Source: an optimization exercise on an open RTL-to-GDS flow (aim: small area). Production flows keep margins and buffers that such runs may drop.
At most, simulation tests tie the RTL to the original design; equivalence was not proved.
The flow treats the clock pin as an ideal source, which a real chip does not have.

==> flow/design.v (excerpt) <==
module mimaqi_hxh (
        input         clk,
        input         rst,
        input  [3:0]  inrow,
        output [3:0]  outcol,
        output [7:0]  segData,
        output [3:0]  segCtl,
        output        led_1,
        output        led_2,
        output        led_3,
        output        led_22,
        output        led_33,
        output        led_333,
        output        led_0,
        output        led_00,
        output        led_000,
        output        led_0000,
        output        led_00000,
        output        led_000000,
        output        led_0000000,
        output        change_lemp,
        output        change_lemp1,
        output        flag_b,
        output        bee
    );
    reg [6:0] cnt;
    reg [2:0] m7;
    reg [2:0] m5;
    always @(posedge clk)
        if (rst) begin
            cnt <= 7'd0;
            m7  <= 3'b001;
            m5  <= 3'b000;
        end else begin
            cnt <= cnt + 7'd1;
            m7  <= {m7[1:0], m7[2] ^ m7[1]};
            m5  <= {m5[1:0], ~(m5[2] | m5[1])};
        end
    wire [1:0] ph = cnt[1:0];
    wire m7_5 = m7[2] & m7[1] & ~m7[0];      
    wire m5_4 = m5[2] & ~m5[1];              
    wire m5_0 = ~m5[2] & ~m5[0];             
    wire tick    = (ph == 2'd0) & m7_5;
    wire ms_rise = (ph == 2'd1) & m5_4;
    wire ms_fall = (ph == 2'd3) & m5_4;
    wire seg_upd = (ph == 2'd2) & m5_0;
    wire disp_en = (cnt == 7'h3f);
    reg [1:0] mode;
    reg [1:0] c;
    reg       key_flag;
    reg [3:0] pend;        
    reg [3:0] kc;          
    reg       key_flag_d;
    assign outcol = (mode == 2'd0) ? 4'b0000 : ~(4'b0001 << c);
    wire any = (inrow != 4'b1111);
    reg [1:0] row;
    reg       one;
    always @* begin
        one = 1'b1;
        row = 2'd0;
        case (inrow)
        4'b1110: row = 2'd0;
        4'b1101: row = 2'd1;
        4'b1011: row = 2'd2;
        4'b0111: row = 2'd3;
        default: one = 1'b0;
        endcase
    end
    wire [3:0] dec = (one && !(c == 2'd3 && row == 2'd3)) ? {c, row} : 4'd15;
    always @(posedge clk)
        if (tick && mode == 2'd3 && any) pend <= dec;
    always @(posedge clk)
        if (rst) begin
            mode     <= 2'd0;
            c        <= 2'd0;
  ...
export LEC_CHECK = 0
export CAP_MARGIN = 20
export CORE_MARGIN = 2
export CORE_UTILIZATION = 40
export GPL_TIMING_DRIVEN = 0
export SLEW_MARGIN = 20
create_clock -name core_clock -period 10.0 [get_ports {clk}]
standard.sh (not shown) runs the stock make flow with config.mk's settings and CLKGATE_MAP_FILE= SYNTH_SCRIPT=/design/flow/synth_recipe.tcl, a recipe that flattens the netlist after the stock synthesis.
==> flow/flow/run.sh <==
#!/bin/bash
set -euo pipefail
W=$PWD
R=$W/orfs/results/$FLOW_PLATFORM/mimaqi_hxh/base

bash standard.sh synth > "$W/log_1_standard_synth.log" 2>&1

cp "$R/1_2_yosys.v" "$W/standard_1_2_yosys.v"
REMAP_LIB=$FLOW_HOME/platforms/$FLOW_PLATFORM/lib/sky130_fd_sc_hd__tt_025C_1v80.lib \
REMAP_IN=$W/standard_1_2_yosys.v \
REMAP_OUT=$R/1_2_yosys.v \
REMAP_STAT=$W/remap_stat.txt \
REMAP_TOP=$FLOW_TOP \
REMAP_DONT_USE="sky130_fd_sc_hd__probe_p_8 sky130_fd_sc_hd__probec_p_8 sky130_fd_sc_hd__lpflow_*" \
REMAP_SCRIPT=$W/flow/remap.abc \
  yosys -c "$W/flow/remap.tcl" > "$W/log_2_remap.log" 2>&1
touch "$R/1_2_yosys.v"

export REMOVE_ABC_BUFFERS=1
export SKIP_REPAIR_TIE_FANOUT=1
bash standard.sh place > "$W/log_3_standard_place.log" 2>&1
bash standard.sh run RUN_SCRIPT="$W/flow/my_cts.tcl" RUN_LOG_NAME_STEM=4_1_cts_manual > "$W/log_4_manual_cts.log" 2>&1
bash standard.sh > "$W/log_5_standard_finish.log" 2>&1
Other scripts of this flow, unchanged in this note and not shown: flow/flow/manual_tree.tcl, flow/flow/my_cts.tcl, flow/flow/remap.abc, flow/flow/remap.tcl
The baseline ran to the end with no violations.
Then changed:
--- a/flow/design.v
+++ b/flow/design.v
@@ -187,40 +187,40 @@
     assign led_3 = l1 ? (l2 & l22) : (l2 | ~l22);
     assign led_22 = l22;
     assign led_33 = l33;
     assign led_333 = l33;
     assign led_0 = 1'b1;
     assign led_00 = 1'b1;
     assign led_000 = 1'b1;
     assign led_0000 = 1'b1;
     assign led_00000 = 1'b1;
     assign led_000000 = 1'b1;
     assign led_0000000 = 1'b1;
-    reg [6:0]  v05;
+    reg [6:0]  q05;
     reg [17:0] q20;
     reg        bz;
-    wire c05_0  = &v05;
+    wire c05_0  = &q05;
     wire q20_lz = ~|q20[16:0];
     wire c20_0  = q20_lz & ~q20[17];
     wire c20_1  = q20_lz & q20[17];
     wire q20_f  = q20[17] ^ q20[10] ^ (q20_lz & q20[17]);
     always @(posedge clk)
         if (rst) q20 <= 18'd0;
         else if (ms_rise && c20_0 && ft[2] && !k1) q20 <= 18'h22b08;    
         else q20 <= {q20[16:0], q20_f};
     always @(posedge clk)
         if (rst) begin
-            v05 <= 7'h7f; k1 <= 1'b0; bz <= 1'b1;
+            q05 <= 7'h7f; k1 <= 1'b0; bz <= 1'b1;
         end else if (ms_rise) begin
-            if (key_flag) v05 <= 7'd27;
-            else v05 <= v05 + {6'd0, ~c05_0};
+            if (key_flag) q05 <= 7'h47;
+            else if (!c05_0) q05 <= {q05[5:0], q05[6] ^ q05[5]};
             if (!c20_0) k1 <= !c20_1;
             if (!c20_0 || !c05_0) bz <= ~bz;
             else bz <= 1'b1;
         end
     assign bee = bz;
     reg [15:0] lednum;
     reg [1:0]  flagc;
     wire dop = rel && is_dig;
     wire op_sh10 = dop && !fb;
     wire op_wr   = dop && fb && !cl1;
     wire op_sh11 = dop && fb && cl1 && !cl;
Result:
- sequential cell count is unchanged
- first-iteration DRC count climbs by about a fifth
- core utilization drops by 0.12 points
- synthesized area is about the same
- wire length drops by a few percent
- global-route usage drops by 0.74 points
For the second run of this note, only the layout was checked, not whether the RTL still works.

## separate check: timing with driven ports
No port has a modelled driver above. Below, the same layouts with a new extraction and two added sets of constraints.
Step 1: set_driving_cell puts a clkbuf_16 on clk and a buf_2 on each other input, an assumption about the parent block.
Step 2 moves the port delays by t, midway between the first and last clock arrival at a register: inputs arrive t later, outputs are due t later. That takes back most of the time a late clock gives input paths.
a / b / c = ideal ports / drivers / drivers and shift; a / b = the first two.
| run | t, ns | setup slack, ns | latest minus earliest clock arrival (ns) |
|---|---|---|---|
| the first run | 0.494 | 4.696 / 4.663 / 5.157 | 0.022 / 0.022 |
| the second run | 0.506 | 5.055 / 5.017 / 5.523 | 0.016 / 0.016 |
After both steps every run listed still meets setup and hold.
